Source: an optimization exercise on an open RTL-to-GDS flow (aim: small area and a short achievable clock period). Production flows keep margins and buffers that such runs may drop. RTL that was checked went through simulation tests only; none was proved equivalent to the original. No activity file was given, so power comes from the tool's default toggle rates.

==> try-fjord <==
## alu_stage
module alu_stage (
    input   logic           clk,
    input   logic [4:0]     op,
    input   logic [31:0]    a,
    input   logic [31:0]    b,
    output  logic [31:0]    y
);
    logic [31:0] p_d, g_d, p_q, g_q;
    logic [4:0]  sel_d, sel_q;
    logic [31:0] result;
    ALU_pre u_pre (
        .op_i  (op),
        .a_i   (a),
        .b_i   (b),
        .p_o   (p_d),
        .g_o   (g_d),
        .sel_o (sel_d)
    );
    always_ff @(posedge clk) begin
        p_q   <= p_d;
        g_q   <= g_d;
        sel_q <= sel_d;
        y     <= result;
    end
    ALU u_alu (
        .p_i      (p_q),
        .g_i      (g_q),
        .sel_i    (sel_q),
        .result_o (result)
    );
endmodule
==> module ALU_pre, before the edit <==
module ALU_pre (
    input   logic [4:0]     op_i,
    input   logic [31:0]    a_i,
    input   logic [31:0]    b_i,
    output  logic [31:0]    p_o,
    output  logic [31:0]    g_o,
    output  logic [4:0]     sel_o
);
    logic is_add, is_sub, is_xor, is_or, is_and, is_sll, is_sra, is_srl;
    logic is_jalr, is_eq, is_ne, is_cmp, is_scmp, is_lt, is_shr, is_sh;
    always_comb begin
        is_add  = op_i == 5'd0;
        is_sub  = op_i == 5'd1;
        is_xor  = op_i == 5'd2;
        is_or   = op_i == 5'd3;
        is_and  = op_i == 5'd4;
        is_sll  = op_i == 5'd5;
        is_sra  = op_i == 5'd8;
        is_srl  = op_i == 5'd9;
        is_jalr = op_i == 5'd10;
        is_eq   = op_i == 5'd11;
        is_ne   = op_i == 5'd12;
        is_cmp  = (op_i == 5'd6) | (op_i == 5'd7) | (op_i == 5'd13) |
                  (op_i == 5'd14) | (op_i == 5'd15) | (op_i == 5'd16);
        is_scmp = (op_i == 5'd6) | (op_i == 5'd13) | (op_i == 5'd15);
        is_lt   = (op_i == 5'd6) | (op_i == 5'd7) | (op_i == 5'd13) | (op_i == 5'd14);
        is_shr  = is_sra | is_srl;
        is_sh   = is_shr | is_sll;
    end
    logic pos, neg;             
    assign pos = is_add | is_jalr;
    assign neg = is_sub | is_cmp;
    logic [31:0] axb, anb, aob, anbn, a_rev;
    assign axb  = a_i ^ b_i;
    assign anb  = a_i & b_i;
    assign aob  = a_i | b_i;
    assign anbn = a_i & ~b_i;
    always_comb for (int i = 0; i < 32; i++) a_rev[i] = a_i[31-i];
    logic big, eq;
    assign big = |b_i[31:5];
    assign eq  = a_i == b_i;
    always_comb begin
        p_o = ({32{pos | is_xor}} & axb) |
              ({32{neg}}          & ~axb) |
              ({32{is_or}}        & aob) |
              ({32{is_and}}       & anb) |
              ({32{is_shr}}       & a_i) |
              ({32{is_sll}}       & a_rev);
        g_o = ({32{pos}} & anb) |
              ({32{neg}} & anbn);
        if (is_scmp) g_o[31] = ~a_i[31] & b_i[31];
        if (is_jalr) p_o[0] = 1'b0;
        if (is_sub)  p_o[0] = axb[0];
        if (is_cmp)  p_o[0] = is_lt;
        if (is_eq)   p_o[0] = eq;
        if (is_ne)   p_o[0] = ~eq;
        if (neg)     g_o[0] = a_i[0] | ~b_i[0];
        if (is_sh)   g_o = {26'b0, is_sra, b_i[4:0]};
        sel_o = {is_sra & big & a_i[31], is_sll & ~big, is_shr & ~big, is_cmp,
                 ~(is_sh | is_cmp)};
    end
endmodule
==> module ALU, before the edit <==
module ALU (
    input   logic [31:0]    p_i,
    input   logic [31:0]    g_i,
    input   logic [4:0]     sel_i,
    output  logic [31:0]    result_o
);
    logic [31:0] gl [0:5];
    logic [31:0] pl [0:5];
    always_comb begin
        gl[0] = g_i;
        pl[0] = {p_i[31:1], 1'b0};
        for (int l = 0; l < 5; l++) begin
            for (int i = 0; i < 32; i++) begin
                if (i >= (1 << l)) begin
                    gl[l+1][i] = gl[l][i] | (pl[l][i] & gl[l][i - (1 << l)]);
                    pl[l+1][i] = pl[l][i] & pl[l][i - (1 << l)];
                end else begin
                    gl[l+1][i] = gl[l][i];
                    pl[l+1][i] = pl[l][i];
                end
            end
        end
    end
    logic [31:0] c;             
    logic        cout;
    assign c    = {gl[5][30:0], 1'b0};
    assign cout = gl[5][31];
    logic [31:0] sr, sr_rev;
    logic        fill;
    always_comb begin
        fill = g_i[5] & p_i[31];
        sr   = 32'($signed({fill, p_i}) >>> g_i[4:0]);
        for (int i = 0; i < 32; i++) sr_rev[i] = sr[31-i];
    end
    logic sel_ones, sel_sll, sel_shr, sel_cmp, sel_add;
    assign {sel_ones, sel_sll, sel_shr, sel_cmp, sel_add} = sel_i;
    logic [31:0] other, r0, r1;
    always_comb begin
        other = ({32{sel_shr}} & sr) | ({32{sel_sll}} & sr_rev) | {32{sel_ones}};
        r0 = other | ({32{sel_add}} & p_i);
        r1 = other | ({32{sel_add}} & ~p_i);
        r0[0] = other[0] | ((sel_add | sel_cmp) & p_i[0]);
        r1[0] = other[0] | (sel_add & p_i[0]) | (sel_cmp & ~p_i[0]);
        for (int i = 0; i < 32; i++) result_o[i] = ((i == 0) ? cout : c[i]) ? r1[i] : r0[i];
    end
endmodule
==> module alu_stage, before the edit <==
module alu_stage (
    input   logic           clk,
    input   logic [4:0]     op,
    input   logic [31:0]    a,
    input   logic [31:0]    b,
    output  logic [31:0]    y
);
    logic [31:0] p_d, g_d, p_q, g_q;
    logic [4:0]  sel_d, sel_q;
    logic [31:0] result;
    ALU_pre u_pre (
        .op_i  (op),
        .a_i   (a),
        .b_i   (b),
        .p_o   (p_d),
        .g_o   (g_d),
        .sel_o (sel_d)
    );
    always_ff @(posedge clk) begin
        p_q   <= p_d;
        g_q   <= g_d;
        sel_q <= sel_d;
        y     <= result;
    end
    ALU u_alu (
        .p_i      (p_q),
        .g_i      (g_q),
        .sel_i    (sel_q),
        .result_o (result)
    );
endmodule
==> flow/config.mk <==
export PLATFORM = sky130hd
export DESIGN_NAME = alu_stage
export DESIGN_NICKNAME = alu_stage
export VERILOG_FILES = /design/flow/design.v
export SDC_FILE = /design/flow/constraint.sdc
export NUM_CORES = 4
export LEC_CHECK = 0
export ABC_AREA = 1
export CAP_MARGIN = 20
export CORE_MARGIN = 2
export CORE_UTILIZATION = 40
export SETUP_SLACK_MARGIN = 3.0
export SLEW_MARGIN = 20
export TNS_END_PERCENT = 100
==> flow/constraint.sdc <==
create_clock -name core_clock -period 5.0 [get_ports {clk}]
set_input_delay 1.0000 -clock core_clock [delete_from_list [all_inputs] [get_ports {clk}]]
set_output_delay 1.0000 -clock core_clock [all_outputs]
set_load 0.01 [all_outputs]
run.sh (not shown) runs the stock make flow with config.mk's settings and CLKGATE_MAP_FILE= SYNTH_SCRIPT=/design/flow/synth_recipe.tcl, a recipe that flattens the netlist after the stock synthesis.
==> try-onyx: changes against try-fjord <==
--- a/flow/design.v
+++ b/flow/design.v
@@ -274,3 +274,3 @@
     output  logic [31:0]    g_o,
-    output  logic [4:0]     sel_o
+    output  logic [3:0]     sel_o
 );
@@ -278,2 +278,3 @@
     logic is_jalr, is_eq, is_ne, is_cmp, is_scmp, is_lt, is_shr, is_sh;
+    logic neg, arith, kx, kn;
     always_comb begin
@@ -296,34 +297,32 @@
         is_sh   = is_shr | is_sll;
+        neg     = is_sub | is_cmp | is_eq | is_ne;
+        arith   = is_add | is_jalr | is_sub | is_cmp;
+        kx      = arith | is_xor | is_or | is_eq | is_ne;
+        kn      = is_or | is_and;
     end
-    logic pos, neg;             
-    assign pos = is_add | is_jalr;
-    assign neg = is_sub | is_cmp;
-    logic [31:0] axb, anb, aob, anbn, a_rev;
-    assign axb  = a_i ^ b_i;
-    assign anb  = a_i & b_i;
-    assign aob  = a_i | b_i;
-    assign anbn = a_i & ~b_i;
+    logic [31:0] x, n, m, a_rev;
+    assign x = a_i ^ b_i;
+    assign n = a_i & b_i;
+    assign m = a_i & ~b_i;
     always_comb for (int i = 0; i < 32; i++) a_rev[i] = a_i[31-i];
-    logic big, eq;
+    logic big;
     assign big = |b_i[31:5];
-    assign eq  = a_i == b_i;
     always_comb begin
-        p_o = ({32{pos | is_xor}} & axb) |
-              ({32{neg}}          & ~axb) |
-              ({32{is_or}}        & aob) |
-              ({32{is_and}}       & anb) |
-              ({32{is_shr}}       & a_i) |
-              ({32{is_sll}}       & a_rev);
-        g_o = ({32{pos}} & anb) |
-              ({32{neg}} & anbn);
+        p_o = ({32{kx}}     & (x ^ {32{neg}})) |
+              ({32{kn}}     & n) |
+              ({32{is_shr}} & a_i) |
+              ({32{is_sll}} & a_rev);
+        for (int i = 0; i < 32; i++)
+            g_o[i] = a_i[i] & (b_i[i] ? (is_add | is_jalr) : (is_sub | is_cmp));
         if (is_scmp) g_o[31] = ~a_i[31] & b_i[31];
         if (is_jalr) p_o[0] = 1'b0;
-        if (is_sub)  p_o[0] = axb[0];
+        if (is_sub)  p_o[0] = x[0];
         if (is_cmp)  p_o[0] = is_lt;
-        if (is_eq)   p_o[0] = eq;
-        if (is_ne)   p_o[0] = ~eq;
-        if (neg)     g_o[0] = a_i[0] | ~b_i[0];
-        if (is_sh)   g_o = {26'b0, is_sra, b_i[4:0]};
-        sel_o = {is_sra & big & a_i[31], is_sll & ~big, is_shr & ~big, is_cmp,
-                 ~(is_sh | is_cmp)};
+        if (is_eq)   p_o[0] = 1'b0;
+        if (is_ne)   p_o[0] = 1'b1;
+        if (is_sub | is_cmp) g_o[0] = a_i[0] | ~b_i[0];
+        if (is_eq | is_ne)   g_o[0] = ~x[0];
+        if (is_sh)   g_o[5:0] = {is_sra, b_i[4:0] | {5{big}}};   
+        sel_o = {is_sll & ~big, is_sra | (is_srl & ~big), is_cmp | is_eq | is_ne,
+                 ~(is_sh | is_cmp | is_eq | is_ne)};
     end
@@ -333,7 +332,53 @@
     input   logic [31:0]    g_i,
-    input   logic [4:0]     sel_i,
+    input   logic [3:0]     sel_i,
     output  logic [31:0]    result_o
 );
-    logic [31:0] gl [0:5];
-    logic [31:0] pl [0:5];
+    logic [31:0] c;             
+    ALU_carry u_carry (
+        .p_i (p_i),
+        .g_i (g_i),
+        .c_o (c)
+    );
+    logic [31:0] sr;
+    ALU_shift u_shift (
+        .a_i    (p_i),
+        .amt_i  (g_i[4:0]),
+        .fill_i (g_i[5] & p_i[31]),
+        .r_o    (sr)
+    );
+    ALU_select u_select (
+        .p_i      (p_i),
+        .c_i      (c),
+        .sr_i     (sr),
+        .sel_i    (sel_i),
+        .result_o (result_o)
+    );
+endmodule
+module ALU_select (
+    input   logic [31:0]    p_i,
+    input   logic [31:0]    c_i,
+    input   logic [31:0]    sr_i,
+    input   logic [3:0]     sel_i,
+    output  logic [31:0]    result_o
+);
+    logic sel_sll, sel_shr, sel_cmp, sel_add;
+    assign {sel_sll, sel_shr, sel_cmp, sel_add} = sel_i;
+    logic [31:0] other, r0, r1;
+    always_comb begin
+        for (int i = 0; i < 32; i++)
+            other[i] = (sel_shr & sr_i[i]) | (sel_sll & sr_i[31-i]);
+        r0 = other | ({32{sel_add}} & p_i);
+        r1 = other | ({32{sel_add}} & ~p_i);
+        r0[0] = other[0] | ((sel_add | sel_cmp) & p_i[0]);
+        r1[0] = other[0] | (sel_add & p_i[0]) | (sel_cmp & ~p_i[0]);
+        for (int i = 0; i < 32; i++) result_o[i] = c_i[i] ? r1[i] : r0[i];
+    end
+endmodule
+module ALU_carry (
+    input   logic [31:0]    p_i,
+    input   logic [31:0]    g_i,
+    output  logic [31:0]    c_o
+);
+    logic [31:0] gl [0:6];
+    logic [31:0] pl [0:6];
     always_comb begin
@@ -341,5 +386,14 @@
         pl[0] = {p_i[31:1], 1'b0};
-        for (int l = 0; l < 5; l++) begin
+        for (int i = 0; i < 32; i++) begin
+            if (i & 1) begin
+                gl[1][i] = gl[0][i] | (pl[0][i] & gl[0][i-1]);
+                pl[1][i] = pl[0][i] & pl[0][i-1];
+            end else begin
+                gl[1][i] = gl[0][i];
+                pl[1][i] = pl[0][i];
+            end
+        end
+        for (int l = 1; l < 5; l++) begin
             for (int i = 0; i < 32; i++) begin
-                if (i >= (1 << l)) begin
+                if ((i & 1) && i >= (1 << l) + 1) begin
                     gl[l+1][i] = gl[l][i] | (pl[l][i] & gl[l][i - (1 << l)]);
@@ -352,25 +406,21 @@
         end
+        for (int i = 0; i < 32; i++) begin
+            if (!(i & 1) && i > 0) begin
+                gl[6][i] = gl[5][i] | (pl[5][i] & gl[5][i-1]);
+                pl[6][i] = pl[5][i] & pl[5][i-1];
+            end else begin
+                gl[6][i] = gl[5][i];
+                pl[6][i] = pl[5][i];
+            end
+        end
+        c_o = {gl[6][30:0], gl[6][31]};
     end
-    logic [31:0] c;             
-    logic        cout;
-    assign c    = {gl[5][30:0], 1'b0};
-    assign cout = gl[5][31];
-    logic [31:0] sr, sr_rev;
-    logic        fill;
-    always_comb begin
-        fill = g_i[5] & p_i[31];
-        sr   = 32'($signed({fill, p_i}) >>> g_i[4:0]);
-        for (int i = 0; i < 32; i++) sr_rev[i] = sr[31-i];
-    end
-    logic sel_ones, sel_sll, sel_shr, sel_cmp, sel_add;
-    assign {sel_ones, sel_sll, sel_shr, sel_cmp, sel_add} = sel_i;
-    logic [31:0] other, r0, r1;
-    always_comb begin
-        other = ({32{sel_shr}} & sr) | ({32{sel_sll}} & sr_rev) | {32{sel_ones}};
-        r0 = other | ({32{sel_add}} & p_i);
-        r1 = other | ({32{sel_add}} & ~p_i);
-        r0[0] = other[0] | ((sel_add | sel_cmp) & p_i[0]);
-        r1[0] = other[0] | (sel_add & p_i[0]) | (sel_cmp & ~p_i[0]);
-        for (int i = 0; i < 32; i++) result_o[i] = ((i == 0) ? cout : c[i]) ? r1[i] : r0[i];
-    end
+endmodule
+module ALU_shift (
+    input   logic [31:0]    a_i,
+    input   logic [4:0]     amt_i,
+    input   logic           fill_i,
+    output  logic [31:0]    r_o
+);
+    assign r_o = 32'($signed({fill_i, a_i}) >>> amt_i);
 endmodule
@@ -384,3 +434,3 @@
     logic [31:0] p_d, g_d, p_q, g_q;
-    logic [4:0]  sel_d, sel_q;
+    logic [3:0]  sel_d, sel_q;
     logic [31:0] result;
==> flow/flow/run.sh (new file) <==
#!/bin/bash
# Standard layout, with plain buffers (instead of the delay cells that
# buffer_ports picks by default) on the input and output ports.
set -euo pipefail
bash standard.sh BUFFER_PORTS_ARGS="-buffer_cell sky130_fd_sc_hd__buf_2" finish > standard_make.log 2>&1
==> flow/standard.sh (new file) <==
#!/bin/bash
# synth_recipe.tcl (not shown) runs the flow's synth.tcl, then flattens the netlist and writes it again
# the make line also repeats each setting of config.mk as NAME=value (left out here)
make -C /OpenROAD-flow-scripts/flow DESIGN_CONFIG=/design/flow/config.mk WORK_HOME=/design/flow/orfs CLKGATE_MAP_FILE= SYNTH_SCRIPT=/design/flow/synth_recipe.tcl "${@:-finish}"
removed: flow/run.sh
==> summary of the runs <==
In try-onyx the sequential power is smaller than in try-fjord, by about 4%.
In try-onyx the combinational power is smaller than in try-fjord, by about 10%.
Sequential share of layout area: try-onyx is higher than try-fjord (5.6 points).
Between try-fjord and try-onyx, the lower via count is in try-onyx (gap about 34%, measured against try-onyx).
Of try-fjord and try-onyx, try-onyx has the higher clock skew (gap 3.4 ps).
In try-fjord the total power is higher than in try-onyx, by 4.0%.
In try-fjord the global-route usage is higher than in try-onyx, by 4.8 points.
Between try-fjord and try-onyx, the lower worst hold slack is in try-onyx (gap 140 ps).
The RTL of try-fjord was laid out without a check of its function.

==> afterwards: timing with drivers on the ports <==
The flow's constraints put no driver on any port. The routed layouts listed below were extracted and timed again, unchanged, in two steps. Step 1 assumes that a clkbuf_16 drives the clock port and a buf_2 every other input. Step 2 also shifts input and output timing later by t, the mid clock arrival at the registers, as if the neighbouring blocks saw the same clock. a / b / c = ideal ports / drivers / drivers and shift; a / b = the first two.
| run | t (ns) | setup WS [ns] | latest minus earliest clock arrival (ns) | worst data-port slew with drivers (ns) |
|---|---|---|---|---|
| try-fjord | 0.410 | 3.019 / 2.998 / 2.631 | 0.012 / 0.012 | 0.05 |
| try-onyx | 0.411 | 2.999 / 3.031 / 2.619 | 0.012 / 0.013 | 0.03 |
After both steps every run listed still meets setup and hold. The setup slack of try-fjord, which loses most, moves by -0.021 ns with the drivers and by -0.388 ns with both steps.
